Background: an optimization exercise with open tools, aiming at small area, a short achievable clock period and few clock cycles. Do not read the settings as production practice.
RTL that was checked went through simulation tests only; none was proved equivalent to the original.
Function not checked in runs 2 to 8: the RTL went through the layout flow alone.
Power figures rest on the tool's default switching activity, not on a simulated workload.

==> design.v <==
`timescale 1ns/10ps
module LBP ( clk, reset, gray_addr, gray_req, gray_ready, gray_data, lbp_addr, lbp_valid, lbp_data, finish);
input   	clk;
input   	reset;
output reg  [13:0] 	gray_addr;
output reg         	gray_req;
input   	gray_ready;
input   [7:0] 	gray_data;
output reg  [13:0] 	lbp_addr;
output reg  	lbp_valid;
output reg  [7:0] 	lbp_data;
output reg  	finish;
reg [7:0] mem[0:8];
reg [2:0] current_state, next_state;
parameter idle = 3'd0, write = 3'd1, read = 3'd2, cal = 3'd3, done = 3'd4;
reg [6:0] row, col;
reg [7:0] result;
reg [3:0] count;
 always @(posedge clk or posedge reset) begin
    if(reset)begin
        current_state <= idle;
    end
    else begin
        current_state <= next_state;
    end
 end
 always @(*) begin
    case (current_state)
        idle:begin
            if(reset)begin
                next_state = idle;
            end
            else begin
                next_state = write;
            end
        end  
        write: begin
            if(row>7'd0 && row<7'd127 && col<7'd126) 
                next_state = read;
            else if(row == 7'd127 && col == 7'd127) 
                next_state = done;
            else
                next_state = write;
        end 
        read: begin
            if( count == 2'd0)
                next_state = cal;
            else
                next_state = read;
        end
        cal: begin
            next_state = write;
        end
        done:
            next_state = idle;
        default:
            next_state = idle;
    endcase
 end
 always @(posedge clk or posedge reset) begin
    if(reset)
    begin
        gray_addr <= 14'd0;
        gray_req <= 1'd0;
        lbp_addr <= 14'd0;
        lbp_data <= 8'd0;
        lbp_valid <= 1'd0;
        finish <= 1'd0;
        row <= 7'd0;
        col <= 7'd0;
        result <= 8'd0;
        count <= 4'd9;
    end
    else
    begin
        case (current_state)
            idle:begin
                gray_addr <= 14'd0;
                gray_req <= 1'd0;
                lbp_addr <= 14'd0;
                lbp_data <= 8'd0;
                lbp_valid <= 1'd0;
                finish <= 1'd0;
                row <= 7'd0;
                col <= 7'd0;
                result <= 8'd0;
                count <= 4'd9;
            end 
            write:begin
                lbp_valid <= 1'd1;
                lbp_addr <= {row, col};
                lbp_data <= result;
                result <= 8'd0;
                count <= 4'd9;
                if(col==127) begin
                    row <= row + 7'd1;
                    col <= 7'd0;
                end
                else begin
                    col <= col + 7'd1;
                end
            end
            read:begin
                case (count)
                    4'd9: begin
                        gray_req <= 1'd1;
                        gray_addr <= {(row-7'd1), (col-7'd1)};
                        count <= count - 4'd1;
                    end
                    4'd8: begin
                        gray_req <= 1'd1;
                        gray_addr <= {(row-7'd1), (col)};
                        mem[0] <= gray_data;
                        count <= count - 4'd1;
                    end
                    4'd7: begin
                        gray_req <= 1'd1;
                        gray_addr <= {(row-7'd1), (col+7'd1)};
                        mem[1] <= gray_data;
                        count <= count - 4'd1;
                    end
                    4'd6: begin
                        gray_req <= 1'd1;
                        gray_addr <= {(row), (col-7'd1)};
                        mem[2] <= gray_data;
                        count <= count - 4'd1;
                    end
                    4'd5: begin
                        gray_req <= 1'd1;
                        gray_addr <= {(row), (col)};
                        mem[3] <= gray_data;
                        count <= count - 4'd1;
                    end
                    4'd4: begin
                        gray_req <= 1'd1;
                        gray_addr <= {(row), (col+7'd1)};
                        mem[4] <= gray_data;
                        count <= count - 4'd1;
                    end
                    4'd3: begin
                        gray_req <= 1'd1;
                        gray_addr <= {(row+7'd1), (col-7'd1)};
                        mem[5] <= gray_data;
                        count <= count - 4'd1;
                    end
                    4'd2: begin
                        gray_req <= 1'd1;
                        gray_addr <= {(row+7'd1), (col)};
                        mem[6] <= gray_data;
                        count <= count - 4'd1;
                    end
                    4'd1: begin
                        gray_req <= 1'd1;
                        gray_addr <= {(row+7'd1), (col+7'd1)};
                        mem[7] <= gray_data;
                        count <= count - 4'd1;
                    end
                    4'd0: begin
                        gray_req <= 1'd0;
                        mem[8] <= gray_data;
                    end
                    default: begin
                        gray_addr <= 14'd0;
                        gray_req <= 1'd0;
                    end
                endcase
            end
            cal: begin
                result[7] <= !(mem[8] < mem[4]);
                result[6] <= !(mem[7] < mem[4]);
                result[5] <= !(mem[6] < mem[4]);
                result[4] <= !(mem[5] < mem[4]);
                result[3] <= !(mem[3] < mem[4]);
                result[2] <= !(mem[2] < mem[4]);
                result[1] <= !(mem[1] < mem[4]);
                result[0] <= !(mem[0] < mem[4]);
            end
            done: begin
                finish <= 1'd1;
            end
        endcase
    end
 end
endmodule
==> run.sh <==
#!/bin/bash
# synth_recipe.tcl (not shown) runs the flow's synth.tcl, then flattens the netlist and writes it again
# the make line also repeats each setting of config.mk as NAME=value (left out here)
make -C /OpenROAD-flow-scripts/flow DESIGN_CONFIG=/design/flow/config.mk WORK_HOME=/design/flow/orfs CLKGATE_MAP_FILE= SYNTH_SCRIPT=/design/flow/synth_recipe.tcl finish
==> config.mk <==
export PLATFORM = sky130hd
export DESIGN_NAME = LBP
export DESIGN_NICKNAME = LBP
export VERILOG_FILES = /design/flow/design.v
export SDC_FILE = /design/flow/constraint.sdc
export NUM_CORES = 4
export LEC_CHECK = 0
export CAP_MARGIN = 20
export CORE_MARGIN = 2
export CORE_UTILIZATION = 40
export SLEW_MARGIN = 20
==> constraint.sdc <==
create_clock -name core_clock -period 4.0 [get_ports {clk}]
set_input_delay 0.8000 -clock core_clock [delete_from_list [all_inputs] [get_ports {clk}]]
set_output_delay 0.8000 -clock core_clock [all_outputs]
set_load 0.01 [all_outputs]
==> out/metrics.cfg, run 1 <==
[status]
status = no timing/DRC/antenna violations

[sta]
finalHoldViolCount = 0
setup_slack_ns = 1.56
fin_crit_ns = 2.44
max_freq_ghz = 0.409
min_period_over_period_pct = 61.1
hold_ws_ns = 0.476
slew_viol_final = 0
fin_skew_ns = 0.00800
rsz0062_at_grt = false
fin_setup_tns_ns = 0
maxSlewHeadroom_pct = 34.1
worstMarginPinSlew_ns = 0.984
setup_viol = 0

[route]
wl_microns = 15600
drt_pre_antenna_iters = 4
drt-initial-drc-count = 349
viasPerCell = 5.63
postRouteAntennaNets = 0
wl_per_cell_microns = 18.4
drc = 0
num_vias = 4795

[cts]
clockRootBuffer = clkbuf_16
post_cts_buffers = 0
cts_tree = yes
cts.sinks = 140
cts_buffers = 17
cts_resized = 0
htree_num_levels = 4
clk_latency_ns = 0.42
clockBufferDepth = 2
cts.clk_slew.worst_paths_ns = 0.06
postCtsHoldBufs = 0

[worst_setup_path]
crit_type = reg -> reg
crit_path_frequent_cell = buf_4
path_cells = nor3b_4 > buf_4 > nor2_2 > buf_4 > nand3_1 > o21ai_0 > a41o_1
cpPeakStageDelay_ns = 0.55
crit_arrival_ns = 2.79
critPathMaxFanout = 28
critPathSlowestCell = dfrtp_1
crit_path_start_kind = flip-flop
cp.required_ns = 4.35
end_kind = flip-flop

[cells_and_area]
n_antenna_cell = 0
finalNonFillerCells = 851
final_core_util_pct = 47.8
final_area_sq_um = 8190
finalNetCount = 689
drive_above_1_share_pct = 7.67
fillCellCount = 1523
area.growth.synth_to_final_pct = 17.9

[pwr]
cellPowerDensity_nw_per_um2 = 376
total_power_mw = 3.08
p_switching_uw = 595
seqPwrFrac_pct = 49.4
p_leak_nw = 3.44
comb_power_share_pct = 1.1
power.internal_mw = 2.48
p_clk_share_pct = 49.5
swShare_pct = 19.3
irDropWorstVdd_uv = 302

[grt]
grt_pass1_vias = 4820
antenna_found_initial = 0
track_usage_pct = 18.3
grt_pass1_wl_microns = 25700
grt_max_degree = 69
gr-total-overflow = 0

[job]
max-cap-violations = 0

[yosys]
synth_top_area_share_pct = 31.1
synth.cell_area_sq_um = 6940
async_flop_share_pct = 48.6
synth_ff_type = edfxtp_1
synth.most_common_cell = edfxtp_1
synth_top_area_cell = edfxtp_1
synth_edf_count = 72
syn_avg_cell_area_sq_um = 12.2
synth_area_leaders = edfxtp_1, dfrtp_1, ha_1, o21ai_0, a22o_1
synth.distinct_cells = 64
syn_inst = 570
syn-num-nets = 645
synth_common_cells = edfxtp_1, dfrtp_1, ha_1
ys_warn_count = 2
ys_seq_area_share_pct = 55.7
ys_seq_elements = 140

[floorplanning]
die_w_microns = 136
dieArea_sq_um = 18400
pin_count = 50
dieHeight_microns = 136
initial_core_util_pct = 40.6
row_count = 48
core_sq_um = 17100

[place]
portBuffers = 48
hpwl_microns = 10600
dp_cells = 820
place.gp.congestion = 0.844
dpl-instance-area_sq_um = 7610
dpl_worst_slack_ns = 1.37

[hold_path]
hp-class = reg -> reg

-- critical path: cells and delay by family (launching register included) --
kind,cells,cell delay [ns]
simple gates,3,0.90
buf+inv,2,0.64
flops,1,0.55
compound gates,2,0.27
-- state kept, by name, summed over array words and instances (netlist names), 3 cells and up --
signal / count
mem: 72
gray_addr: 14
lbp_addr: 14
lbp_data: 8
result: 8
col: 7
row: 7
count: 4
current_state: 3
-- cells by family after synthesis --
logic type	Yosys count	synth area share, %
flops	140	55.7
mux	6	0.883
buf+inv	46	2.85
xor+xnor	2	0.252
fa+ha+maj	64	11.5
compound gates	175	18.1
simple gates	137	10.7
-- cell usage in the layout (no fill, tap or decap), types with 3 or more instances in the layout --
cell type,n
o2111ai_1,4
o211ai_1,4
a21oi_1,24
nand2b_1,12
nand3_1,26
inv_1,17
o21ai_0,44
dfrtp_1,66
a22o_1,22
o21a_1,3
a21o_1,16
nand2_1,32
a31oi_1,9
edfxtp_1,72
clkbuf_1,4
clkbuf_16,19
o21ai_1,4
mux2i_1,5
o31ai_1,4
nor2_1,13
buf_4,5
ha_1,64
clkinv_2,4
a221o_1,6
clkdlybuf4s50_1,48
and3_1,11
a41o_1,8
or3_1,3
nor3_1,11
a32o_1,9
nand3b_1,3
and2_1,8
-- power by group through the flow --
stage                     combinational, mW  sequential, mW  clock, mW
after detailed placement             0.0356            1.55          0
after global routing                 0.0387            1.52       1.61
after CTS                            0.0358            1.52       1.55
after global placement               0.0345            1.55          0
after floorplan                      0.0101            1.55          0
final                                0.0336            1.52       1.52
-- area by class of cell --
cell class | count | area (sq um) | share of cell area (%)
tap | 225 | 282 | 3.44
sequential | 140 | 3870 | 47.2
multi-input combinational | 384 | 2880 | 35.2
inverter | 18 | 67.6 | 0.825
clock inverter | 6 | 57.6 | 0.703
timing repair buffer | 53 | 518 | 6.33
clock buffer | 25 | 518 | 6.33
-- path summary, 6_finish.rpt --
| path | startpoint | endpoint | slack (ns) | cells after the start |
|---|---|---|---|---|
| hold reg to reg | lbp_valid$_DFFE_PP0P_ | lbp_valid$_DFFE_PP0P_ | 0.48 | 2 |
| setup reg to reg | current_state[0]$_DFF_PP0_ | result[2]$_DFFE_PP0P_ | 1.56 | 7 |
| max in group asynchronous | reset | lbp_addr[9]$_DFFE_PP0P_ | 2.34 | 3 |
| min in group asynchronous | reset | count[2]$_DFFE_PP0P_ | 1.08 | 3 |
| hold / removal | lbp_valid$_DFFE_PP0P_ | lbp_valid$_DFFE_PP0P_ | 0.48 | 2 |
| setup / recovery | current_state[0]$_DFF_PP0_ | result[2]$_DFFE_PP0P_ | 1.56 | 7 |
-- routing by layer --
metal  global-route usage (%)  vias to the layer above  part of all wire, %
met5                        0                        -                    0
met2                     28.1                       97                   47
met1                     26.0                     2394                   48
li1                         -                     2292                    -
met4                     5.38                        0                  1.1
met3                     4.34                       12                  3.5
Testbench counts, summed over its fixed seeds: cycles 3,438,414.
==> run 2, diff against run 1 <==
==> design.v (replaced) <==
`timescale 1ns/10ps
module LBP ( clk, reset, gray_addr, gray_req, gray_ready, gray_data, lbp_addr, lbp_valid, lbp_data, finish);
input   	clk;
input   	reset;
output  [13:0] 	gray_addr;
output reg         	gray_req;
input   	gray_ready;
input   [7:0] 	gray_data;
output reg  [13:0] 	lbp_addr;
output reg  	lbp_valid;
output reg  [7:0] 	lbp_data;
output reg  	finish;
parameter K = 6;               
localparam H = K + 2;          
localparam JW = $clog2(H);
reg [6:0] r, x;                
reg [JW-1:0] j;                
reg [7:0] sr [0:H];            
assign gray_addr = {r, x};
wire colend = (j == 0);
always @(posedge clk or posedge reset) begin
    if (reset) begin
        r <= 7'd1;
        x <= 7'd0;
        j <= 0;
        gray_req <= 1'b0;
        lbp_valid <= 1'b0;
        finish <= 1'b0;
    end else begin
        gray_req <= 1'b1;
        if (colend) begin
            j <= H-1;
            x <= x - 7'd1;
            r <= (x == 7'd0) ? r - 7'd1 : r - (H-1);
        end else begin
            j <= j - 1;
            r <= r + 7'd1;
        end
        lbp_valid <= (j <= H-3) | (r[6:1] == 6'd0);
        finish <= finish | (lbp_valid & (lbp_addr == {7'd126, 7'd1}));
    end
end
function [1:0] cmp2;
    input [7:0] a, b;
    reg [7:0] g, l;
    reg [3:0] g1, l1;
    reg [1:0] g2, l2;
    integer k;
    begin
        g = a & ~b;
        l = ~a & b;
        for (k = 0; k < 4; k = k + 1) begin
            g1[k] = g[2*k+1] | (~l[2*k+1] & g[2*k]);
            l1[k] = l[2*k+1] | (~g[2*k+1] & l[2*k]);
        end
        for (k = 0; k < 2; k = k + 1) begin
            g2[k] = g1[2*k+1] | (~l1[2*k+1] & g1[2*k]);
            l2[k] = l1[2*k+1] | (~g1[2*k+1] & l1[2*k]);
        end
        cmp2[1] = ~(l2[1] | (~g2[1] & l2[0]));
        cmp2[0] = ~(g2[1] | (~l2[1] & g2[0]));
    end
endfunction
wire [7:0] c  = sr[H];
wire [1:0] rdl = cmp2(gray_data, c);
wire [1:0] rlt = cmp2(sr[0], c);
wire [1:0] rul = cmp2(sr[1], c);
wire [1:0] rdn = cmp2(sr[H-1], c);
reg [H:0]   d2;    
reg [H-1:0] d4;    
reg [H-2:0] d7;    
reg         d1;    
wire [7:0] code = {d7[H-2], rdn[1], rdl[1], d4[H-1], rlt[1], d2[H], d1, rul[1]};
wire zero = (r[6:1] == 6'd0) | (x[6:1] == 6'h3f);
integer i;
always @(posedge clk) begin
    sr[0] <= gray_data;
    for (i = 1; i <= H; i = i + 1)
        sr[i] <= sr[i-1];
    d2 <= {d2[H-1:0], rdl[0]};
    d4 <= {d4[H-2:0], rlt[0]};
    d7 <= {d7[H-3:0], rul[0]};
    d1 <= rdn[0];
    lbp_addr <= {r - 7'd1, x + 7'd1};
    lbp_data <= zero ? 8'd0 : code;
end
endmodule
--- a/config.mk
+++ b/config.mk
@@ -8,4 +8,5 @@
 export CAP_MARGIN = 20
 export CORE_MARGIN = 2
 export CORE_UTILIZATION = 40
+export SETUP_SLACK_MARGIN = 2.4
 export SLEW_MARGIN = 20
==> out/metrics.cfg, run 2 <==
[cells_and_area]
largest_reg_flops = 72  ; unchanged
area.growth.synth_to_final_pct = 41.1
fillCellCount = 897  ; -41%
final_cell_mix = dfxtp_1, buf_6, buf_4
layout_commonest_cell = dfxtp_1
regMostFlops = sr
finalNetCount = 509  ; -26%
largestRegisters = sr (72), lbp_addr (14), d2 (9)
drive_above_1_share_pct = 44.3  ; +37 points
n_antenna_cell = 0  ; unchanged

[yosys]
synth_ff_type = dfxtp_1
syn-num-nets = 410  ; -36%
synth_top_area_share_pct = 52.7  ; +22 points
synth.distinct_cells = 52  ; -19%
ys_seq_area_share_pct = 63.8  ; +8.1 points
ys_seq_elements = 139  ; -0.71%
synth_top_area_cell = dfxtp_1
synth_area_leaders = dfxtp_1, dfrtp_1, maj3_1, inv_1, maj3_2
async_flop_share_pct = 14.4  ; -34 points
synth.most_common_cell = dfxtp_1
ys_warn_count = 2  ; unchanged
syn_avg_cell_area_sq_um = 11.6  ; -5.1%
synth_edf_count = 0  ; -100%
synth.cell_area_sq_um = 4520  ; -35%
syn_inst = 391  ; -31%
synth_common_cells = dfxtp_1, inv_1, nand2_1, nor2_1, dfrtp_1

[cts]
postCtsHoldBufs = 0  ; unchanged
clockBufferDepth = 2  ; unchanged
htree_num_levels = 4  ; unchanged
clk_latency_ns = 0.41  ; about the same
cts.sinks = 139  ; -0.71%
clockRootBuffer = clkbuf_16
cts.clk_slew.worst_paths_ns = 0.06  ; about the same
cts_tree = yes
cts_buffers = 17  ; unchanged

[hold_path]
hold_end = sr[6][2]$_DFF_P_
holdPathStages = 0  ; -2
hp-class = reg -> reg
min-delay-start = sr[5][2]$_DFF_P_

[place]
place.gp.congestion = 0.768  ; -9.0%
hpwl_microns = 5300  ; -50%
portBuffers = 48  ; unchanged

[pwr]
cellPowerDensity_nw_per_um2 = 500  ; +33%
p_leak_nw = 2.74  ; -20%
irDropWorstVdd_uv = 273  ; -9.5%

[worst_setup_path]
critPathBufInv = 1  ; -1
critical_path.top_delay_family = flip-flops
cpPeakStageDelay_ns = 0.55  ; about the same
r2r_start = sr[8][4]$_DFF_P_
crit_path_start_kind = flip-flop
crit_type = reg -> out
path_cells = buf_6
cp_num_cells = 1  ; -6
regToRegEndpoint = lbp_data[5]$_SDFF_PP0_
cp.required_ns = 3.20  ; -1.15 ns
ff2ff_setup_slack_ns = 2.30  ; +0.74 ns
end_kind = output port
r2r_cells = 6  ; -1
critPathMaxFanout = 2  ; -93%
crit_arrival_ns = 1.06  ; -1.73 ns
critPathSlowestCell = dfstp_2

[sta]
finalHoldViolCount = 0  ; unchanged
setup_viol = 0  ; unchanged
fin_skew_ns = 0.00853  ; +0.000533 ns
max_freq_ghz = 0.538  ; +31%
min_period_over_period_pct = 46.4  ; -15 points
hold_ws_ns = 0.322  ; -0.154 ns
fin_crit_ns = 1.86  ; -0.584 ns
slew_viol_final = 0  ; unchanged
rsz0062_at_grt = true
fin_setup_tns_ns = 0  ; unchanged

[grt]
antenna_found_initial = 0  ; unchanged
gr-total-overflow = 0  ; unchanged
grt_pass1_wl_microns = 14200  ; -45%
track_usage_pct = 15.7  ; -2.6 points
grt_pass1_vias = 3084  ; -36%
grt_max_degree = 21  ; -70%

[job]
max-cap-violations = 0  ; unchanged

[floorplanning]
dieArea_sq_um = 12200  ; -34%
initial_core_util_pct = 41.3  ; +0.77 points
die_w_microns = 110  ; -19%
row_count = 38  ; -21%
pin_count = 50  ; unchanged
core_sq_um = 10900  ; -36%
dieHeight_microns = 110  ; -19%

[route]
wl_per_cell_microns = 13.6  ; -26%
wl_microns = 8740  ; -44%
viasPerCell = 4.76  ; -15%
postRouteAntennaNets = 0  ; unchanged
drt_pre_antenna_iters = 4  ; unchanged
drt-initial-drc-count = 84  ; -76%
num_vias = 3063  ; -36%
drc = 0  ; unchanged

[status]
status = no timing/DRC/antenna violations

run 2: cell count changes after synthesis, sizes merged, moves of 22 or more:
cell	delta
a22o	-22
dfrtp	-47
dfxtp	+119
edfxtp	-72
ha	-56
maj3	+24
o21ai	-40
run 2: worst max-delay path by stage:
| stage | start | to |
|---|---|---|
| after global placement | gray_data[4] | lbp_data[5]$_SDFF_PP0_ |
| after global routing | r[0]$_DFF_PP1_ | gray_addr[7] |
| after CTS | r[0]$_DFF_PP1_ | gray_addr[7] |
| after detailed placement | gray_data[4] | lbp_data[5]$_SDFF_PP0_ |
| after floorplan | gray_data[4] | lbp_data[5]$_SDFF_PP0_ |
| final | r[0]$_DFF_PP1_ | gray_addr[7] |
run 2: metal layers:
layer,share of wire (%),track usage [%],up-vias
met2,50,27.4,80
met3,4.9,4.53,9
met4,1.3,6.96,0
met5,0,0,-
met1,44,17.8,1452
li1,-,-,1522
run 2: area by class of cell:
type	count	area, sq um	share of cell area (%)
repair buffers	89	818	12.8
well taps	140	175	2.75
multi-input cells	209	1720	27.0
clock inverters	15	165	2.59
inverters	34	138	2.16
flip-flops and latches	139	2940	46.0
clock buffers	17	425	6.67
run 2: logic make-up after synthesis:
kind of cell / count (synthesis) / share of synthesized area [%]
simple gates: 97 / 11.3
compound gates: 57 / 9.11
flops: 139 / 63.8
other cells: 1 / 0.0830
xor+xnor: 21 / 4.07
fa+ha+maj: 32 / 7.81
mux: 1 / 0.221
buf+inv: 43 / 3.57
run 2: through the flow:
stage / area, sq um / std cells / total power, mW / util (%) / setup WS, ns
after floorplan: 4590 / 391 / 1.61 / - / 2.16
after global placement: 5200 / 570 / 1.67 / 47.5 / 1.54
after detailed placement: 5200 / 570 / 1.67 / 47.5 / 1.52
after CTS: 6160 / 632 / 3.21 / 56.3 / 2.12
after global routing: 6380 / 643 / 3.30 / 58.3 / 2.10
final: 6380 / 643 / 3.19 / 58.3 / 2.14
run 2: where the power goes:
group          switching [mW]  internal, mW
registers              0.0355          1.47
clock network           0.611         0.928
logic                  0.0703        0.0752
total                   0.717          2.48
run 2: timing repair:
action	CTS	global route
hold endpoints to repair	0	0
gates cloned	0	0
gates resized for setup	269	35
pin swaps	27	12
setup endpoints to repair	60	80
buffers inserted	30	11
==> run 3, diff against run 2 <==
--- a/config.mk
+++ b/config.mk
@@ -8,5 +8,7 @@
 export CAP_MARGIN = 20
 export CORE_MARGIN = 2
 export CORE_UTILIZATION = 40
+export CTS_CLUSTER_DIAMETER = 100
+export CTS_CLUSTER_SIZE = 40
 export SETUP_SLACK_MARGIN = 2.4
 export SLEW_MARGIN = 20
==> out/metrics.cfg, run 3 <==
[status]
status = no timing/DRC/antenna violations

[cts]
clockBufferDepth = 2  ; unchanged
cts.sinks = 139  ; unchanged
cts_buffers = 17  ; unchanged
htree_num_levels = 4  ; unchanged
cts.clk_slew.worst_paths_ns = 0.06  ; about the same
cts_tree = yes
clockRootBuffer = clkbuf_16
clk_latency_ns = 0.41  ; about the same

[yosys]
ys_seq_elements = 139  ; unchanged
synth_top_area_cell = dfxtp_1
syn_inst = 391  ; unchanged
ys_seq_area_share_pct = 63.8  ; unchanged
syn_avg_cell_area_sq_um = 11.6  ; unchanged
synth.cell_area_sq_um = 4520  ; unchanged
ys_warn_count = 2  ; unchanged
synth.distinct_cells = 52  ; unchanged
synth_top_area_share_pct = 52.7  ; unchanged
synth_common_cells = dfxtp_1, inv_1, nand2_1, nor2_1, dfrtp_1
async_flop_share_pct = 14.4  ; unchanged
synth.most_common_cell = dfxtp_1
synth_edf_count = 0  ; unchanged
syn-num-nets = 410  ; unchanged
synth_area_leaders = dfxtp_1, dfrtp_1, maj3_1, inv_1, maj3_2
synth_ff_type = dfxtp_1

[place]
place.gp.congestion = 0.768  ; unchanged
portBuffers = 48  ; unchanged
dpl-instance-area_sq_um = 5200  ; unchanged
hpwl_microns = 5300  ; unchanged
dpl_worst_slack_ns = 1.52  ; unchanged

[grt]
track_usage_pct = 15.7  ; unchanged
grt_pass1_vias = 3084  ; unchanged
grtUsageMet1_pct = 17.8  ; unchanged
grt_pass1_wl_microns = 14200  ; unchanged
grt_max_degree = 21  ; unchanged
gr-total-overflow = 0  ; unchanged
grt_util_met2_pct = 27.4  ; unchanged
met3_usage_pct = 4.53  ; unchanged
top_usage_layer = met2
antenna_found_initial = 0  ; unchanged

[cells_and_area]
regMostFlops = sr
final_area_sq_um = 6380  ; unchanged
final_cell_mix = dfxtp_1, buf_6, buf_4
area.growth.synth_to_final_pct = 41.1  ; unchanged
largestRegisters = sr (72), lbp_addr (14), d2 (9)
layout_commonest_cell = dfxtp_1
fillCellCount = 897  ; unchanged
n_antenna_cell = 0  ; unchanged
largest_reg_flops = 72  ; unchanged
drive_above_1_share_pct = 44.3  ; unchanged
finalNetCount = 509  ; unchanged

[sta]
setup_viol = 0  ; unchanged
max_freq_ghz = 0.538  ; unchanged
fin_skew_ns = 0.00853  ; unchanged
slew_viol_final = 0  ; unchanged
rsz0062_at_grt = true
min_period_over_period_pct = 46.4  ; unchanged
fin_crit_ns = 1.86  ; unchanged
setup_slack_ns = 2.14  ; unchanged
fin_setup_tns_ns = 0  ; unchanged
finalHoldViolCount = 0  ; unchanged

[floorplanning]
pin_count = 50  ; unchanged
dieHeight_microns = 110  ; unchanged
die_w_microns = 110  ; unchanged
dieArea_sq_um = 12200  ; unchanged
initial_core_util_pct = 41.3  ; unchanged
row_count = 38  ; unchanged
core_sq_um = 10900  ; unchanged

[worst_setup_path]
crit_start = r[0]$_DFF_PP1_
crit_type = reg -> out
crit_path_start_kind = flip-flop
crit_arrival_ns = 1.06  ; about the same
critPathBufInv = 1  ; unchanged
r2r_start = sr[8][4]$_DFF_P_
path_cells = buf_6
critPathSlowestCell = dfstp_2
cpPeakStageDelay_ns = 0.55  ; about the same
critical_path.top_delay_family = flip-flops
end_kind = output port
critPathMaxFanout = 2  ; unchanged
cp.required_ns = 3.20  ; about the same

[route]
drt_pre_antenna_iters = 4  ; unchanged
drc = 0  ; unchanged
postRouteAntennaNets = 0  ; unchanged
wl_per_cell_microns = 13.6  ; unchanged
viasPerCell = 4.76  ; unchanged
wl_microns = 8740  ; unchanged
num_vias = 3063  ; unchanged
drt-initial-drc-count = 84  ; unchanged

[job]
max-cap-violations = 0  ; unchanged

[pwr]
p_leak_nw = 2.74  ; unchanged
irDropWorstVdd_uv = 273  ; unchanged
cellPowerDensity_nw_per_um2 = 500  ; unchanged

[hold_path]
hp-class = reg -> reg
min-delay-start = sr[5][2]$_DFF_P_

[run 3: layer usage]
metal	up-vias	wire [microns]
met2	80	4390
met5	-	0
met1	1452	3810
li1	1522	-
met3	9	426
met4	0	117
[run 3: final timing paths]
path	end	slack (ns)	depth (start not counted)
setup reg to reg	lbp_data[5]$_SDFF_PP0_	2.30	6
max in group asynchronous	r[0]$_DFF_PP1_	2.90	2
min in group asynchronous	x[3]$_DFFE_PP0P_	0.77	2
setup / recovery	gray_addr[7]	2.14	1
hold reg to reg	sr[6][2]$_DFF_P_	0.32	0
hold / removal	sr[6][2]$_DFF_P_	0.32	0
[run 3: repair_timing]
| item | CTS | global route |
|---|---|---|
| hold buffers | 0 | 0 |
| resized for setup | 269 | 35 |
| pin swaps | 27 | 12 |
| buffers inserted | 30 | 11 |
| hold endpoints to repair | 0 | 0 |
| setup endpoints to repair | 60 | 80 |
[run 3: final cells by class]
| type | instances | area (sq um) | share of cell area, % |
|---|---|---|---|
| Clock buffer | 17 | 425 | 6.67 |
| Sequential cell | 139 | 2940 | 46.0 |
| Inverter | 34 | 138 | 2.16 |
| Tap cell | 140 | 175 | 2.75 |
| Clock inverter | 15 | 165 | 2.59 |
| Multi-Input combinational cell | 209 | 1720 | 27.0 |
| Timing Repair Buffer | 89 | 818 | 12.8 |
[run 3: per-stage QoR]
step / util (%) / power (mW) / std cells / hold slack [ns]
after CTS: 56.3 / 3.21 / 632 / 0.322
after floorplan: - / 1.61 / 391 / 0.310
after detailed placement: 47.5 / 1.67 / 570 / 0.312
after global placement: 47.5 / 1.67 / 570 / 0.310
final: 58.3 / 3.19 / 643 / 0.322
after global routing: 58.3 / 3.30 / 643 / 0.328
[run 3: kinds of logic after synthesis]
logic type / after synthesis / synth area share, %
compound gates: 57 / 9.11
xor+xnor: 21 / 4.07
fa+ha+maj: 32 / 7.81
buf+inv: 43 / 3.57
flops: 139 / 63.8
mux: 1 / 0.221
other cells: 1 / 0.0830
simple gates: 97 / 11.3
[run 3: power by group]
| part | leakage [nW] | total [mW] | internal [mW] | switching (mW) |
|---|---|---|---|---|
| registers | 1.20 | 1.51 | 1.47 | 0.0355 |
| logic | 1.26 | 0.146 | 0.0752 | 0.0703 |
| clock network | 0.282 | 1.54 | 0.928 | 0.611 |
==> run 4, diff against run 3 <==
--- a/config.mk
+++ b/config.mk
@@ -8,7 +8,5 @@
 export CAP_MARGIN = 20
 export CORE_MARGIN = 2
 export CORE_UTILIZATION = 40
-export CTS_CLUSTER_DIAMETER = 100
-export CTS_CLUSTER_SIZE = 40
-export SETUP_SLACK_MARGIN = 2.4
+export SETUP_SLACK_MARGIN = 2.1
 export SLEW_MARGIN = 20
==> out/metrics.cfg, run 4 <==
[sta]
setup_viol = 0  ; unchanged
worstMarginPinSlew_ns = 0.814
slew_viol_final = 0  ; unchanged
fin_crit_ns = 1.87  ; +0.0111 ns
maxSlewHeadroom_pct = 45.6
fin_setup_tns_ns = 0  ; unchanged
min_period_over_period_pct = 46.7  ; +0.28 points
setup_slack_ns = 2.13  ; -0.0111 ns
max_freq_ghz = 0.535  ; -0.60%
fin_skew_ns = 0.00646  ; -0.00207 ns
rsz0062_at_grt = true
finalHoldViolCount = 0  ; unchanged

[route]
wl_per_cell_microns = 12.7  ; -6.4%
drc = 0  ; unchanged
num_vias = 2958  ; -3.4%
drt_pre_antenna_iters = 4  ; unchanged
drt-initial-drc-count = 130  ; +55%
postRouteAntennaNets = 0  ; unchanged
viasPerCell = 4.76  ; about the same
wl_microns = 7900  ; -9.6%

[worst_setup_path]
crit_type = reg -> out
cp.required_ns = 3.20  ; about the same
cpPeakStageDelay_ns = 0.38  ; -0.17 ns
end_kind = output port
critPathSlowestCell = dfrtp_1
critPathBufInv = 1  ; unchanged
critPathMaxFanout = 2  ; unchanged
critical_path.top_delay_family = flip-flops
crit_path_start_kind = flip-flop
ff2ff_setup_slack_ns = 2.21  ; -0.09 ns
crit_arrival_ns = 1.07  ; about the same
path_cells = dlygate4sd2_1

[yosys]
synth_area_leaders = dfxtp_1, dfrtp_1, maj3_1, inv_1, maj3_2
synth.most_common_cell = dfxtp_1
async_flop_share_pct = 14.4  ; unchanged
syn_avg_cell_area_sq_um = 11.6  ; unchanged
synth.cell_area_sq_um = 4520  ; unchanged
ys_seq_elements = 139  ; unchanged
syn-num-nets = 410  ; unchanged
synth_top_area_share_pct = 52.7  ; unchanged
ys_seq_area_share_pct = 63.8  ; unchanged
syn_inst = 391  ; unchanged
synth_edf_count = 0  ; unchanged
synth_top_area_cell = dfxtp_1
synth_ff_type = dfxtp_1
ys_warn_count = 2  ; unchanged
synth.distinct_cells = 52  ; unchanged
synth_common_cells = dfxtp_1, inv_1, nand2_1, nor2_1, dfrtp_1

[floorplanning]
row_count = 38  ; unchanged
pin_count = 50  ; unchanged
die_w_microns = 110  ; unchanged
core_sq_um = 10900  ; unchanged
dieArea_sq_um = 12200  ; unchanged
dieHeight_microns = 110  ; unchanged
initial_core_util_pct = 41.3  ; unchanged

[grt]
gr-total-overflow = 0  ; unchanged
antenna_found_initial = 0  ; unchanged
met3_usage_pct = 5.53  ; +1.0 points
track_usage_pct = 14.7  ; -1.0 points
grt_max_degree = 21  ; unchanged
grt_util_met2_pct = 24.4  ; -3.1 points
grt_pass1_vias = 2962  ; -4.0%
grtUsageMet1_pct = 17.2  ; -0.61 points
grt_pass1_wl_microns = 13300  ; -6.8%
top_usage_layer = met2

[cts]
cts.clk_slew.worst_paths_ns = 0.06  ; about the same
cts.sinks = 139  ; unchanged
clockRootBuffer = clkbuf_16
cts_buffers = 17  ; unchanged
htree_num_levels = 4  ; unchanged
clockBufferDepth = 2  ; unchanged
cts_tree = yes
clk_latency_ns = 0.41  ; about the same

[place]
dpl_worst_slack_ns = 1.50  ; -0.0179 ns
dpl-instance-area_sq_um = 5140  ; -1.1%
place.gp.congestion = 0.752  ; -2.1%
hpwl_microns = 5310  ; +0.12%
portBuffers = 48  ; unchanged

[status]
status = no timing/DRC/antenna violations

[cells_and_area]
final_area_sq_um = 5910  ; -7.3%
largest_reg_flops = 72  ; unchanged
finalNetCount = 487  ; -4.3%
largestRegisters = sr (72), lbp_addr (14), d2 (9)
final_core_util_pct = 54.1  ; -4.3 points
area.growth.synth_to_final_pct = 30.8
layout_commonest_cell = dfxtp_1
final_cell_mix = dfxtp_1, inv_1, dlygate4sd2_1
n_antenna_cell = 0  ; unchanged
regMostFlops = sr
drive_above_1_share_pct = 19.8  ; -25 points

[job]
max-cap-violations = 0  ; unchanged

[pwr]
irDropWorstVdd_uv = 213  ; -22%
cellPowerDensity_nw_per_um2 = 540  ; +8.0%
p_leak_nw = 2.53  ; -7.6%

[hold_path]
hp-class = reg -> reg

[run 4: path summary, 6_finish.rpt]
| kind | startpoint | end | depth (start not counted) |
|---|---|---|---|
| max | x[0]$_DFFE_PP0P_ | gray_addr[0] | 1 |
| max in group asynchronous | reset | x[6]$_DFFE_PP0P_ | 2 |
| min | sr[3][7]$_DFF_P_ | sr[4][7]$_DFF_P_ | 0 |
| min reg2reg | sr[3][7]$_DFF_P_ | sr[4][7]$_DFF_P_ | 0 |
| max reg2reg | sr[8][4]$_DFF_P_ | lbp_data[6]$_SDFF_PP0_ | 5 |
| min in group asynchronous | reset | r[6]$_DFF_PP0_ | 2 |
[run 4: layout make-up]
class	instances	area (sq um)
multi-input cells	209	1530
fillers	945	5020
repair buffers	67	573
clock inverters	14	160
inverters	34	128
well taps	140	175
clock buffers	18	450
flip-flops and latches	139	2900
[run 4: metrics by stage]
stage / instances / total power, mW / hold WS [ns]
4_1_cts: 621 / 3.24 / 0.322
3_3_place_gp: 570 / 1.67 / 0.310
3_5_place_dp: 570 / 1.67 / 0.312
5_1_grt: 621 / 3.32 / 0.330
2_1_floorplan: 391 / 1.61 / 0.310
6_report: 621 / 3.20 / 0.320
[run 4: repair_timing]
item	in CTS	in global routing
gates cloned	0	0
hold buffers	0	0
endpoints found under the setup margin	49	21
buffers inserted	19	0
resized for setup	73	16
pin swaps	2	2
[run 4: cell families after synthesis]
| kind of cell | after synthesis | share of synthesized area [%] |
|---|---|---|
| and+or+nand+nor | 97 | 11.3 |
| DFF | 139 | 63.8 |
| adders and majority gates | 32 | 7.81 |
| muxes | 1 | 0.221 |
| buffers and inverters | 43 | 3.57 |
| other | 1 | 0.0830 |
| xor gates and xnor gates | 21 | 4.07 |
| AOI/OAI and AO/OA | 57 | 9.11 |
[run 4: power breakdown]
part	leakage [nW]	internal, mW	total [mW]	switching (mW)
registers	1.20	1.47	1.50	0.0326
clock network	0.286	0.967	1.57	0.599
logic	1.04	0.0631	0.126	0.0626
[run 4: routing by layer]
| layer | wire length (microns) | vias to the layer above | share of wire (%) |
|---|---|---|---|
| met3 | 483 | 8 | 6.1 |
| met4 | 80 | 0 | 1.0 |
| met2 | 3770 | 80 | 48 |
| met5 | 0 | - | 0 |
| met1 | 3560 | 1396 | 45 |
| li1 | - | 1474 | - |
==> run 5, diff against run 4 <==
--- a/config.mk
+++ b/config.mk
@@ -8,5 +8,5 @@
 export CAP_MARGIN = 20
 export CORE_MARGIN = 2
 export CORE_UTILIZATION = 40
-export SETUP_SLACK_MARGIN = 2.1
+export SETUP_SLACK_MARGIN = 1.8
 export SLEW_MARGIN = 20
==> out/metrics.cfg, run 5 <==
[cells_and_area]
largestRegisters = sr (72), lbp_addr (14), d2 (9)
layout_commonest_cell = dfxtp_1
largest_reg_flops = 72  ; unchanged
final_cell_mix = dfxtp_1, clkdlybuf4s50_1, inv_1
regMostFlops = sr
drive_above_1_share_pct = 17.5  ; -2.3 points
area.growth.synth_to_final_pct = 30.8  ; about the same
finalNetCount = 486  ; -0.21%
multi_input_area_sq_um = 1490  ; -2.8%
fillCellCount = 955  ; +1.1%
ff_latch_area_sq_um = 2900  ; unchanged
n_antenna_cell = 0  ; unchanged

[cts]
cts_buffers = 17  ; unchanged
clockRootBuffer = clkbuf_16
cts.sinks = 139  ; unchanged
postCtsHoldBufs = 0  ; unchanged
cts_tree = yes
clockBufferDepth = 2  ; unchanged
htree_num_levels = 4  ; unchanged
cts.clk_slew.worst_paths_ns = 0.06  ; about the same
clk_latency_ns = 0.41  ; about the same

[floorplanning]
initial_core_util_pct = 41.3  ; unchanged
row_count = 38  ; unchanged
dieArea_sq_um = 12200  ; unchanged
dieHeight_microns = 110  ; unchanged
pin_count = 50  ; unchanged
core_sq_um = 10900  ; unchanged
die_w_microns = 110  ; unchanged

[status]
status = no timing/DRC/antenna violations

[worst_setup_path]
critPathSlowestCell = clkdlybuf4s50_1
path_cells = clkdlybuf4s50_1
cp.required_ns = 3.20  ; about the same
critPathMaxFanout = 7  ; +5
crit_arrival_ns = 1.37  ; +0.30 ns
crit_start = r[2]$_DFF_PP0_
cpPeakStageDelay_ns = 0.55  ; +0.17 ns
ff2ff_setup_slack_ns = 2.10  ; -0.11 ns
crit_type = reg -> out
r2r_start = x[2]$_DFFE_PP0P_
critPathBufInv = 1  ; unchanged
critical_path.top_delay_family = buffers and inverters
end_kind = output port
cp_num_cells = 1  ; unchanged
crit_path_start_kind = flip-flop
cp-endpoint = gray_addr[9]
r2r_cells = 6  ; +1
regToRegEndpoint = r[2]$_DFF_PP0_

[route]
wl_microns = 7800  ; -1.2%
num_vias = 2922  ; -1.2%
wl_per_cell_microns = 12.6  ; -1.0%
drt_pre_antenna_iters = 4  ; unchanged
postRouteAntennaNets = 0  ; unchanged
viasPerCell = 4.71  ; -1.1%
drt-initial-drc-count = 105  ; -19%
drc = 0  ; unchanged

[pwr]
cellPowerDensity_nw_per_um2 = 542  ; +0.31%
irDropWorstVdd_uv = 211  ; -1.1%
p_leak_nw = 2.45  ; -3.2%

[sta]
fin_setup_tns_ns = 0  ; unchanged
setup_viol = 0  ; unchanged
worstMarginPinSlew_ns = 0.819  ; +0.00506 ns
finalHoldViolCount = 0  ; unchanged
hold_ws_ns = 0.322  ; +0.00240 ns
fin_crit_ns = 2.17  ; +0.297 ns
rsz0062_at_grt = true
maxSlewHeadroom_pct = 45.3  ; -0.34 points
min_period_over_period_pct = 54.2  ; +7.4 points
max_freq_ghz = 0.462  ; -14%
slew_viol_final = 0  ; unchanged
fin_skew_ns = 0.00911  ; +0.00265 ns

[grt]
gr-total-overflow = 0  ; unchanged
grt_pass1_vias = 2913  ; -1.7%
antenna_found_initial = 0  ; unchanged
grt_max_degree = 21  ; unchanged
grt_pass1_wl_microns = 13000  ; -2.1%
track_usage_pct = 14.4  ; -0.31 points

[place]
hpwl_microns = 5310  ; unchanged
portBuffers = 48  ; unchanged
place.gp.congestion = 0.752  ; unchanged

[yosys]
muxShareOfSynthArea_pct = 0.221  ; unchanged
synth_top_family_by_area = simple AND/OR/NAND/NOR gates
synth.most_common_cell = dfxtp_1
synth.cell_area_sq_um = 4520  ; unchanged
synth_xor_area_share_pct = 4.07  ; unchanged
synth.distinct_cells = 52  ; unchanged
ys_warn_count = 2  ; unchanged
synth_common_cells = dfxtp_1, inv_1, nand2_1, nor2_1, dfrtp_1
synth_ff_type = dfxtp_1
synth_top_area_share_pct = 52.7  ; unchanged
syn_avg_cell_area_sq_um = 11.6  ; unchanged
synth_area_leaders = dfxtp_1, dfrtp_1, maj3_1, inv_1, maj3_2
synth_edf_count = 0  ; unchanged
syn_inst = 391  ; unchanged
post_synth_and_or_nand_nor_area_fraction_pct = 11.3  ; unchanged
async_flop_share_pct = 14.4  ; unchanged
synth_compound_area_share_pct = 9.11  ; unchanged
ys_seq_area_share_pct = 63.8  ; unchanged
syn-num-nets = 410  ; unchanged
ys_seq_elements = 139  ; unchanged
synth_top_area_cell = dfxtp_1
synthAdderAreaFrac_pct = 7.81  ; unchanged

[hold_path]
hp-class = reg -> reg

[job]
max-cap-violations = 0  ; unchanged

[run 5: cell counts after synthesis]
No cell type changed its count.
[run 5: cell families after synthesis]
group	Yosys count
flip-flops	139
adder cells (fa/ha/maj)	32
buffers and inverters	43
other	1
multiplexers	1
AND/OR/NAND/NOR	97
AO/OA/AOI/OAI	57
XOR/XNOR	21
[run 5: area by class of cell]
class                           count  area share (%)
Sequential cell                   139            49.0
Multi-Input combinational cell    209            25.2
Timing Repair Buffer               66            10.4
Clock buffer                       18            7.62
Tap cell                          140            2.96
Clock inverter                     14            2.71
Inverter                           34            2.16
[run 5: metal layers]
| layer | wire [microns] | GRT usage (%) | share of wire (%) |
|---|---|---|---|
| met2 | 3730 | 23.9 | 48 |
| met5 | 0 | 0 | 0 |
| met1 | 3550 | 16.7 | 45 |
| met4 | 77 | 5.71 | 0.99 |
| met3 | 451 | 5.53 | 5.8 |
[run 5: stage by stage]
step                      power (mW)  area (sq um)  utilization [%]  setup WS, ns  std cells
final                           3.20          5910             54.1          1.83        620
after global routing            3.33          5910             54.1          1.78        620
after CTS                       3.25          5860             53.6          1.71        615
after detailed placement        1.67          5140             47.0          1.50        570
after global placement          1.67          5140             47.0          1.55        570
after floorplan                 1.61          4520                -          2.11        391
[run 5: worst min-delay path by stage]
stage,start,endpoint,slack [ns],cells after the start
3_3_place_gp,sr[4][6]$_DFF_P_,sr[5][6]$_DFF_P_,0.31,0
2_1_floorplan,d2[0]$_DFF_P_,d2[1]$_DFF_P_,0.31,0
3_5_place_dp,sr[2][3]$_DFF_P_,sr[3][3]$_DFF_P_,0.31,0
4_1_cts,sr[3][7]$_DFF_P_,sr[4][7]$_DFF_P_,0.32,0
5_1_grt,sr[2][6]$_DFF_P_,sr[3][6]$_DFF_P_,0.33,0
6_report,sr[3][7]$_DFF_P_,sr[4][7]$_DFF_P_,0.32,0
[run 5: power breakdown]
group	leakage, nW	switching, mW	internal, mW
clock network	0.286	0.599	0.967
registers	1.20	0.0332	1.47
logic	0.963	0.0619	0.0719
[run 5: repair_timing]
| action | 4_1_cts | 5_1_grt |
|---|---|---|
| setup endpoints to repair | 15 | 8 |
| hold endpoints to repair | 0 | 0 |
| cloned | 0 | 0 |
| gates resized for setup | 15 | 3 |
| setup buffers | 13 | 5 |
==> run 6, diff against run 5 <==
--- a/config.mk
+++ b/config.mk
@@ -8,5 +8,5 @@
 export CAP_MARGIN = 20
 export CORE_MARGIN = 2
 export CORE_UTILIZATION = 40
-export SETUP_SLACK_MARGIN = 1.8
+export SETUP_SLACK_MARGIN = 2.7
 export SLEW_MARGIN = 20
==> out/metrics.cfg, run 6 <==
[status]
status = no timing/DRC/antenna violations

[sta]
fin_crit_ns = 1.86  ; -0.302 ns
slew_viol_final = 0  ; unchanged
min_period_over_period_pct = 46.6  ; -7.6 points
fin_setup_tns_ns = 0  ; unchanged
finalHoldViolCount = 0  ; unchanged
max_freq_ghz = 0.536  ; +16%
rsz0062_at_grt = true
fin_skew_ns = 0.0136  ; +0.00445 ns
setup_viol = 0  ; unchanged

[worst_setup_path]
path_cells = buf_6
end_kind = output port
critPathSlowestCell = dfstp_2
cpPeakStageDelay_ns = 0.55  ; about the same
crit_type = reg -> out
critPathMaxFanout = 2  ; -5
cp.required_ns = 3.20  ; about the same
crit_arrival_ns = 1.06  ; -0.31 ns
critical_path.top_delay_family = flip-flops
critPathBufInv = 1  ; unchanged
crit_path_start_kind = flip-flop

[floorplanning]
dieHeight_microns = 110  ; unchanged
dieArea_sq_um = 12200  ; unchanged
core_sq_um = 10900  ; unchanged
initial_core_util_pct = 41.3  ; unchanged
die_w_microns = 110  ; unchanged
row_count = 38  ; unchanged
pin_count = 50  ; unchanged

[cells_and_area]
largest_reg_flops = 72  ; unchanged
drive_above_1_share_pct = 49.7  ; +32 points
regMostFlops = sr
area.growth.synth_to_final_pct = 47.1
final_cell_mix = dfxtp_1, buf_6, buf_4
finalNonFillerCells = 653  ; +5.3%
final_core_util_pct = 60.8  ; +6.8 points
finalNetCount = 519  ; +6.8%
layout_commonest_cell = dfxtp_1
largestRegisters = sr (72), lbp_addr (14), d2 (9)
n_antenna_cell = 0  ; unchanged

[pwr]
total_power_mw = 3.21  ; +0.30%
cellPowerDensity_nw_per_um2 = 483  ; -11%
p_leak_nw = 2.85  ; +16%
irDropWorstVdd_uv = 251  ; +19%

[job]
max-cap-violations = 0  ; unchanged

[cts]
cts_buffers = 17  ; unchanged
htree_num_levels = 4  ; unchanged
cts.sinks = 139  ; unchanged
clockRootBuffer = clkbuf_16
cts_tree = yes
clk_latency_ns = 0.41  ; about the same
clockBufferDepth = 2  ; unchanged
cts.clk_slew.worst_paths_ns = 0.06  ; about the same
postCtsHoldBufs = 0  ; unchanged

[grt]
antenna_found_initial = 0  ; unchanged
grt_pass1_vias = 3154  ; +8.3%
grt_max_degree = 21  ; unchanged
gr-total-overflow = 0  ; unchanged
grt_pass1_wl_microns = 14200  ; +9.1%
track_usage_pct = 15.7  ; +1.3 points

[route]
num_vias = 3121  ; +6.8%
viasPerCell = 4.78  ; +1.4%
wl_microns = 8940  ; +15%
drc = 0  ; unchanged
drt_pre_antenna_iters = 4  ; unchanged
drt-initial-drc-count = 82  ; -22%
wl_per_cell_microns = 13.7  ; +8.8%
postRouteAntennaNets = 0  ; unchanged

[yosys]
ys_seq_elements = 139  ; unchanged
ys_warn_count = 2  ; unchanged
synth.cell_area_sq_um = 4520  ; unchanged
synth.distinct_cells = 52  ; unchanged
synth_edf_count = 0  ; unchanged
ys_seq_area_share_pct = 63.8  ; unchanged
syn_avg_cell_area_sq_um = 11.6  ; unchanged
synth_top_area_cell = dfxtp_1
syn-num-nets = 410  ; unchanged
synth_area_leaders = dfxtp_1, dfrtp_1, maj3_1, inv_1, maj3_2
synth_top_area_share_pct = 52.7  ; unchanged
synth.most_common_cell = dfxtp_1
synth_common_cells = dfxtp_1, inv_1, nand2_1, nor2_1, dfrtp_1
syn_inst = 391  ; unchanged
synth_ff_type = dfxtp_1
async_flop_share_pct = 14.4  ; unchanged

[place]
hpwl_microns = 5410  ; +1.9%
dp_cells = 570  ; unchanged
place.gp.congestion = 0.762  ; +1.4%
portBuffers = 48  ; unchanged

[hold_path]
hp-class = reg -> reg

[run 6: power by group]
part	internal, mW	switching (mW)
sequential	1.47	0.0373
clock	0.945	0.603
combinational	0.0819	0.0740
total	2.50	0.714
[run 6: through the flow]
step                hold slack (ns)  worst slack [ns]  area (sq um)
floorplan                     0.310              2.16          4670
global placement              0.310              1.53          5260
detailed placement            0.312              1.52          5260
CTS                           0.321              2.12          6380
global route                  0.323              2.11          6650
finish                        0.318              2.14          6650
[run 6: timing repair]
action | in CTS | in global routing
gates resized for setup | 282 | 46
setup endpoints to repair | 86 | 69
pin swaps | 42 | 33
setup buffers | 40 | 11
[run 6: kinds of logic after synthesis]
| kind of cell | count (synthesis) | share of synthesized area (%) |
|---|---|---|
| AO/OA/AOI/OAI | 57 | 9.11 |
| XOR/XNOR | 21 | 4.07 |
| adder cells (fa/ha/maj) | 32 | 7.81 |
| buffers and inverters | 43 | 3.57 |
| flip-flops | 139 | 63.8 |
| multiplexers | 1 | 0.221 |
| other | 1 | 0.0830 |
| AND/OR/NAND/NOR | 97 | 11.3 |
[run 6: layer usage]
metal | up-vias | global-route usage [%] | routed length, microns
li1 | 1537 | - | -
met1 | 1499 | 17.7 | 3880
met4 | 0 | 7.05 | 133
met5 | - | 0 | 0
met3 | 12 | 4.70 | 469
met2 | 73 | 27.2 | 4460
[run 6: final cells by class]
cell class                      instances  area [sq um]
Tap cell                              140           175
Multi-Input combinational cell        209          1850
Clock buffer                           18           439
Sequential cell                       139          2940
Fill cell                             847          4280
Timing Repair Buffer                   99           952
Inverter                               34           140
Clock inverter                         14           158
[run 6: final timing paths]
check,from,end,slack [ns],cells after the start
max,r[0]$_DFF_PP1_,gray_addr[7],2.14,1
min,sr[4][3]$_DFF_P_,sr[5][3]$_DFF_P_,0.32,0
max reg2reg,r[2]$_DFF_PP0_,lbp_data[0]$_SDFF_PP0_,2.29,6
min reg2reg,sr[4][3]$_DFF_P_,sr[5][3]$_DFF_P_,0.32,0
max in group asynchronous,reset,r[0]$_DFF_PP1_,2.89,2
min in group asynchronous,reset,r[6]$_DFF_PP0_,0.79,2
==> run 7, diff against run 6 <==
--- a/config.mk
+++ b/config.mk
@@ -8,5 +8,6 @@
 export CAP_MARGIN = 20
 export CORE_MARGIN = 2
 export CORE_UTILIZATION = 40
-export SETUP_SLACK_MARGIN = 2.7
+export CTS_BUF_LIST = sky130_fd_sc_hd__clkbuf_8
+export SETUP_SLACK_MARGIN = 2.1
 export SLEW_MARGIN = 20
==> out/metrics.cfg, run 7 <==
[status]
status = no timing/DRC/antenna violations

[cells_and_area]
final_cell_mix = dfxtp_1, inv_1, nor2_1, nand2_1, dlygate4sd2_1
finalNetCount = 485  ; -6.6%
drive_above_1_share_pct = 21.9  ; -28 points
final_core_util_pct = 51.8  ; -9.1 points
finalNonFillerCells = 619  ; -5.2%
multi_input_area_sq_um = 1530  ; -17%
layout_commonest_cell = dfxtp_1
largestRegisters = sr (72), lbp_addr (14), d2 (9)
area.growth.synth_to_final_pct = 25.2
ff_latch_area_sq_um = 2900  ; -1.4%
largest_reg_flops = 72  ; unchanged
fillCellCount = 976  ; +15%
n_antenna_cell = 0  ; unchanged
regMostFlops = sr

[floorplanning]
core_sq_um = 10900  ; unchanged
pin_count = 50  ; unchanged
die_w_microns = 110  ; unchanged
initial_core_util_pct = 41.3  ; unchanged
row_count = 38  ; unchanged
dieHeight_microns = 110  ; unchanged
dieArea_sq_um = 12200  ; unchanged

[cts]
clk_latency_ns = 0.43  ; +0.02 ns
cts.clk_slew.worst_paths_ns = 0.08  ; +0.02 ns
cts.sinks = 139  ; unchanged
clockRootBuffer = clkbuf_8
cts_tree = yes
clockBufferDepth = 2  ; unchanged
htree_num_levels = 4  ; unchanged
cts_buffers = 17  ; unchanged

[yosys]
ys_seq_elements = 139  ; unchanged
synth_area_leaders = dfxtp_1, dfrtp_1, maj3_1, inv_1, maj3_2
syn_inst = 391  ; unchanged
synth.cell_area_sq_um = 4520  ; unchanged
synth_edf_count = 0  ; unchanged
ys_seq_area_share_pct = 63.8  ; unchanged
muxShareOfSynthArea_pct = 0.221  ; unchanged
synth_common_cells = dfxtp_1, inv_1, nand2_1, nor2_1, dfrtp_1
synth.most_common_cell = dfxtp_1
async_flop_share_pct = 14.4  ; unchanged
synth_top_family_by_area = simple AND/OR/NAND/NOR gates
ys_warn_count = 2  ; unchanged
synth.distinct_cells = 52  ; unchanged
synth_compound_area_share_pct = 9.11  ; unchanged
synth_ff_type = dfxtp_1
synth_top_area_cell = dfxtp_1
synth_top_area_share_pct = 52.7  ; unchanged
synth_xor_area_share_pct = 4.07  ; unchanged
synthAdderAreaFrac_pct = 7.81  ; unchanged
syn_avg_cell_area_sq_um = 11.6  ; unchanged
post_synth_and_or_nand_nor_area_fraction_pct = 11.3  ; unchanged
syn-num-nets = 410  ; unchanged

[sta]
fin_skew_ns = 0.00991  ; -0.00365 ns
setup_viol = 0  ; unchanged
finalHoldViolCount = 0  ; unchanged
min_period_over_period_pct = 46.9  ; +0.30 points
maxSlewHeadroom_pct = 46.2
slew_viol_final = 0  ; unchanged
worstMarginPinSlew_ns = 0.805
rsz0062_at_grt = true
max_freq_ghz = 0.533  ; -0.65%
fin_setup_tns_ns = 0  ; unchanged
fin_crit_ns = 1.88  ; +0.0122 ns

[grt]
grt_pass1_wl_microns = 13100  ; -7.6%
gr-total-overflow = 0  ; unchanged
grt_util_met2_pct = 24.0  ; -3.2 points
track_usage_pct = 14.5  ; -1.2 points
top_usage_layer = met2
grtUsageMet1_pct = 16.8  ; -0.84 points
met3_usage_pct = 4.47  ; -0.24 points
antenna_found_initial = 0  ; unchanged
grt_max_degree = 21  ; unchanged
grt_pass1_vias = 2950  ; -6.5%

[worst_setup_path]
ff2ff_setup_slack_ns = 2.22  ; -0.07 ns
path_cells = buf_6
critPathSlowestCell = dfstp_2
crit_type = reg -> out
critical_path.top_delay_family = flip-flops
crit_arrival_ns = 1.08  ; +0.02 ns
cp.required_ns = 3.20  ; about the same
cpPeakStageDelay_ns = 0.56  ; about the same
crit_path_start_kind = flip-flop
critPathBufInv = 1  ; unchanged
critPathMaxFanout = 2  ; unchanged
end_kind = output port

[pwr]
irDropWorstVdd_uv = 215  ; -14%
total_power_mw = 2.81  ; -13%
p_leak_nw = 2.41  ; -15%
cellPowerDensity_nw_per_um2 = 496  ; +2.6%

[place]
portBuffers = 48  ; unchanged
dp_cells = 570  ; unchanged
hpwl_microns = 5310  ; -1.9%
place.gp.congestion = 0.752  ; -1.3%

[route]
drc = 0  ; unchanged
viasPerCell = 4.72  ; -1.3%
drt-initial-drc-count = 138  ; +68%
wl_per_cell_microns = 12.6  ; -8.1%
drt_pre_antenna_iters = 4  ; unchanged
postRouteAntennaNets = 0  ; unchanged
num_vias = 2921  ; -6.4%
wl_microns = 7790  ; -13%

[hold_path]
hp-class = reg -> reg

[job]
max-cap-violations = 0  ; unchanged

[run 7: cell counts after synthesis]
Identical to the previous run, type by type.
[run 7: repair_timing]
| action | CTS | global route |
|---|---|---|
| pin swaps | 2 | 0 |
| endpoints found under the hold margin | 0 | 0 |
| hold buffers | 0 | 0 |
| endpoints found under the setup margin | 49 | 27 |
| gates resized for setup | 88 | 26 |
| setup buffers | 17 | 0 |
[run 7: path summary, 6_finish.rpt]
path                                  start               end  depth (start not counted)
min in group asynchronous             reset    r[6]$_DFF_PP0_                          2
max                          r[0]$_DFF_PP1_      gray_addr[7]                          1
max in group asynchronous             reset  x[6]$_DFFE_PP0P_                          2
min reg2reg                sr[3][7]$_DFF_P_  sr[4][7]$_DFF_P_                          0
min                        sr[3][7]$_DFF_P_  sr[4][7]$_DFF_P_                          0
max reg2reg                x[0]$_DFFE_PP0P_    r[2]$_DFF_PP0_                          8
[run 7: metrics by stage]
step | worst slack [ns] | hold slack (ns) | instance area, sq um
after global routing | 2.07 | 0.331 | 5660
after global placement | 1.55 | 0.310 | 5140
final | 2.12 | 0.325 | 5660
after CTS | 2.05 | 0.325 | 5690
after floorplan | 2.11 | 0.310 | 4520
after detailed placement | 1.50 | 0.312 | 5140
[run 7: final cells by class]
cell class                 count  area share [%]
multi-input combinational    209            27.0
sequential                   139            51.2
clock inverter                15            3.36
timing repair buffer          65            8.93
tap                          140            3.09
clock buffer                  17            4.13
inverter                      34            2.25
[run 7: kinds of logic (layout without fill, tap and decap cells)]
family                     after synthesis  in the layout
DFF                                    139            139
and+or+nand+nor                         97             97
AOI/OAI and AO/OA                       57             57
buffers and inverters                   43            131
adders and majority gates               32             32
xor gates and xnor gates                21             21
other                                    1              1
muxes                                    1              1
[run 7: where the power goes]
group	internal (mW)	leakage, nW	switching, mW	total [mW]
clock network	0.628	0.200	0.548	1.18
registers	1.47	1.20	0.0328	1.50
logic	0.0637	1.01	0.0626	0.126
[run 7: layer usage]
| metal | share of wire, % | up-vias |
|---|---|---|
| met3 | 5.4 | 13 |
| met5 | 0 | - |
| li1 | - | 1468 |
| met1 | 46 | 1372 |
| met4 | 1.8 | 0 |
| met2 | 47 | 68 |
==> run 8, diff against run 7 <==
--- a/config.mk
+++ b/config.mk
@@ -8,6 +8,6 @@
 export CAP_MARGIN = 20
 export CORE_MARGIN = 2
 export CORE_UTILIZATION = 40
-export CTS_BUF_LIST = sky130_fd_sc_hd__clkbuf_8
+export CTS_BUF_LIST = sky130_fd_sc_hd__clkbuf_4 sky130_fd_sc_hd__clkbuf_8
 export SETUP_SLACK_MARGIN = 2.1
 export SLEW_MARGIN = 20
==> out/metrics.cfg, run 8 <==
[status]
status = no timing/DRC/antenna violations

[yosys]
synth.distinct_cells = 52  ; unchanged
ys_warn_count = 2  ; unchanged
synth_common_cells = dfxtp_1, inv_1, nand2_1, nor2_1, dfrtp_1
syn_avg_cell_area_sq_um = 11.6  ; unchanged
synth_edf_count = 0  ; unchanged
syn-num-nets = 410  ; unchanged
synth_ff_type = dfxtp_1
synth_top_area_cell = dfxtp_1
async_flop_share_pct = 14.4  ; unchanged
synth.cell_area_sq_um = 4520  ; unchanged
synth.most_common_cell = dfxtp_1
ys_seq_area_share_pct = 63.8  ; unchanged
synth_top_area_share_pct = 52.7  ; unchanged
synth_area_leaders = dfxtp_1, dfrtp_1, maj3_1, inv_1, maj3_2
syn_inst = 391  ; unchanged
ys_seq_elements = 139  ; unchanged

[pwr]
p_switching_uw = 643  ; unchanged
p_clk_share_pct = 41.9  ; about the same
irDropWorstVdd_uv = 215  ; unchanged
cellPowerDensity_nw_per_um2 = 496  ; unchanged
power.internal_mw = 2.16  ; unchanged
seqPwrFrac_pct = 53.6  ; about the same
p_leak_nw = 2.41  ; unchanged
swShare_pct = 22.9  ; unchanged
comb_power_share_pct = 4.5  ; about the same

[place]
dp_cells = 570  ; unchanged
portBuffers = 48  ; unchanged
dpl_worst_slack_ns = 1.50  ; unchanged
place.gp.congestion = 0.752  ; unchanged
hpwl_microns = 5310  ; unchanged

[sta]
maxSlewHeadroom_pct = 46.2  ; unchanged
worstMarginPinSlew_ns = 0.805  ; unchanged
fin_skew_ns = 0.00991  ; unchanged
max_freq_ghz = 0.533  ; unchanged
finalHoldViolCount = 0  ; unchanged
setup_slack_ns = 2.12  ; unchanged
rsz0062_at_grt = true
min_period_over_period_pct = 46.9  ; unchanged
fin_setup_tns_ns = 0  ; unchanged
slew_viol_final = 0  ; unchanged
setup_viol = 0  ; unchanged
fin_crit_ns = 1.88  ; unchanged

[grt]
grt_max_degree = 21  ; unchanged
grt_pass1_vias = 2950  ; unchanged
gr-total-overflow = 0  ; unchanged
grt_pass1_wl_microns = 13100  ; unchanged
antenna_found_initial = 0  ; unchanged
track_usage_pct = 14.5  ; unchanged

[floorplanning]
die_w_microns = 110  ; unchanged
initial_core_util_pct = 41.3  ; unchanged
dieArea_sq_um = 12200  ; unchanged
row_count = 38  ; unchanged
dieHeight_microns = 110  ; unchanged
core_sq_um = 10900  ; unchanged
pin_count = 50  ; unchanged

[cells_and_area]
largestRegisters = sr (72), lbp_addr (14), d2 (9)
multi_input_area_sq_um = 1530  ; unchanged
final_core_util_pct = 51.8  ; unchanged
ff_latch_area_sq_um = 2900  ; unchanged
largest_reg_flops = 72  ; unchanged
fillCellCount = 976  ; unchanged
drive_above_1_share_pct = 21.9  ; unchanged
finalNetCount = 485  ; unchanged
layout_commonest_cell = dfxtp_1
n_antenna_cell = 0  ; unchanged
regMostFlops = sr
finalNonFillerCells = 619  ; unchanged
area.growth.synth_to_final_pct = 25.2  ; unchanged
final_cell_mix = dfxtp_1, inv_1, nor2_1, nand2_1, dlygate4sd2_1

[route]
wl_per_cell_microns = 12.6  ; unchanged
wl_microns = 7790  ; unchanged
postRouteAntennaNets = 0  ; unchanged
num_vias = 2921  ; unchanged
viasPerCell = 4.72  ; unchanged
drt-initial-drc-count = 138  ; unchanged
drc = 0  ; unchanged
drt_pre_antenna_iters = 4  ; unchanged

[cts]
clockBufferDepth = 2  ; unchanged
htree_num_levels = 4  ; unchanged
cts.sinks = 139  ; unchanged
cts_tree = yes
cts.clk_slew.worst_paths_ns = 0.08  ; about the same
postCtsHoldBufs = 0  ; unchanged
clk_latency_ns = 0.43  ; about the same
clockRootBuffer = clkbuf_8
cts_buffers = 17  ; unchanged

[worst_setup_path]
critPathBufInv = 1  ; unchanged
cpPeakStageDelay_ns = 0.56  ; about the same
path_cells = buf_6
crit_type = reg -> out
cp.required_ns = 3.20  ; about the same
crit_arrival_ns = 1.08  ; about the same
critPathSlowestCell = dfstp_2
end_kind = output port
critPathMaxFanout = 2  ; unchanged
crit_path_start_kind = flip-flop
critical_path.top_delay_family = flip-flops

[hold_path]
hp-class = reg -> reg

[job]
max-cap-violations = 0  ; unchanged

==> run 8: cell counts after synthesis <==
Identical to the previous run, type by type.
==> run 8: metrics by stage <==
step | hold slack [ns] | power [mW] | cell area (sq um)
3_3_place_gp | 0.310 | 1.67 | 5140
2_1_floorplan | 0.310 | 1.61 | 4520
3_5_place_dp | 0.312 | 1.67 | 5140
4_1_cts | 0.325 | 2.84 | 5690
5_1_grt | 0.331 | 2.93 | 5660
6_report | 0.325 | 2.81 | 5660
==> run 8: logic make-up (layout without fill, tap and decap cells) <==
group | count (synthesis) | after routing | synth area share, %
xor gates and xnor gates | 21 | 21 | 4.07
DFF | 139 | 139 | 63.8
muxes | 1 | 1 | 0.221
other | 1 | 1 | 0.0830
AOI/OAI and AO/OA | 57 | 57 | 9.11
adders and majority gates | 32 | 32 | 7.81
buffers and inverters | 43 | 131 | 3.57
and+or+nand+nor | 97 | 97 | 11.3
==> run 8: routing by layer <==
| layer | GRT usage [%] | up-vias | share of wire (%) |
|---|---|---|---|
| li1 | - | 1468 | - |
| met1 | 16.8 | 1372 | 46 |
| met2 | 24.0 | 68 | 47 |
| met3 | 4.47 | 13 | 5.4 |
| met4 | 7.32 | 0 | 1.8 |
| met5 | 0 | - | 0 |
==> run 8: path summary, 6_finish.rpt <==
check | start | endpoint | slack [ns] | cells past startpoint
max | r[0]$_DFF_PP1_ | gray_addr[7] | 2.12 | 1
min | sr[3][7]$_DFF_P_ | sr[4][7]$_DFF_P_ | 0.33 | 0
max reg2reg | x[0]$_DFFE_PP0P_ | r[2]$_DFF_PP0_ | 2.22 | 8
min reg2reg | sr[3][7]$_DFF_P_ | sr[4][7]$_DFF_P_ | 0.33 | 0
max in group asynchronous | reset | x[6]$_DFFE_PP0P_ | 2.59 | 2
min in group asynchronous | reset | r[6]$_DFF_PP0_ | 0.85 | 2
==> run 8: layout make-up <==
type | instances | area share, %
well taps | 140 | 3.09
inverters | 34 | 2.25
clock inverters | 15 | 3.36
multi-input cells | 209 | 27.0
clock buffers | 17 | 4.13
repair buffers | 65 | 8.93
flip-flops and latches | 139 | 51.2
==> run 8: power groups by stage <==
stage                     clock network (mW)  registers, mW  logic [mW]
after floorplan                            0           1.53      0.0824
after global placement                     0           1.53       0.133
after detailed placement                   0           1.54       0.135
after CTS                               1.21           1.50       0.128
after global routing                    1.28           1.51       0.140
final                                   1.18           1.50       0.126
==> run 8: what timing repair did <==
action,CTS,global route
resized for setup,88,26
pin swaps,2,0
cloned,0,0
setup endpoints to repair,49,27
buffers inserted,17,0
endpoints found under the hold margin,0,0

afterwards: timing with drivers on the ports:
In the flow no input, the clock included, has a driving cell. The finished layouts below were timed again as built, in two steps.
Step 1: set_driving_cell puts a clkbuf_16 on clk and a buf_2 on each other input, an assumption about the parent block.
Step 2 moves the port delays by t, midway between the first and last clock arrival at a register: inputs arrive t later, outputs are due t later. That takes back most of the time a late clock gives input paths.
Three values: no drivers, after step 1, after step 2; two values: the first two.
| run | shift t [ns] | setup WS [ns] | hold WS [ns] | worst data-port slew with drivers (ns) | pins driven straight from the clock port |
|---|---|---|---|---|---|
| run 1 | 0.460 | 1.558 / 1.558 / 1.362 | 0.476 / 0.476 / 0.476 | 0.03 | 1 |
| run 2 | 0.446 | 2.142 / 2.103 / 1.856 | 0.322 / 0.322 / 0.322 | 0.03 | 1 |
| run 3 | 0.446 | 2.142 / 2.103 / 1.856 | 0.322 / 0.322 / 0.322 | 0.03 | 1 |
| run 4 | 0.442 | 2.131 / 2.094 / 1.777 | 0.320 / 0.320 / 0.320 | 0.03 | 1 |
| run 5 | 0.441 | 1.834 / 1.797 / 1.487 | 0.322 / 0.322 / 0.322 | 0.03 | 1 |
| run 6 | 0.443 | 2.136 / 2.098 / 1.900 | 0.318 / 0.318 / 0.318 | 0.05 | 1 |
| run 7 | 0.455 | 2.124 / 2.092 / 1.685 | 0.325 / 0.325 / 0.325 | 0.03 | 1 |
| run 8 | 0.455 | 2.124 / 2.092 / 1.685 | 0.325 / 0.325 / 0.325 | 0.03 | 1 |
After both steps setup and hold are still met in every run listed.
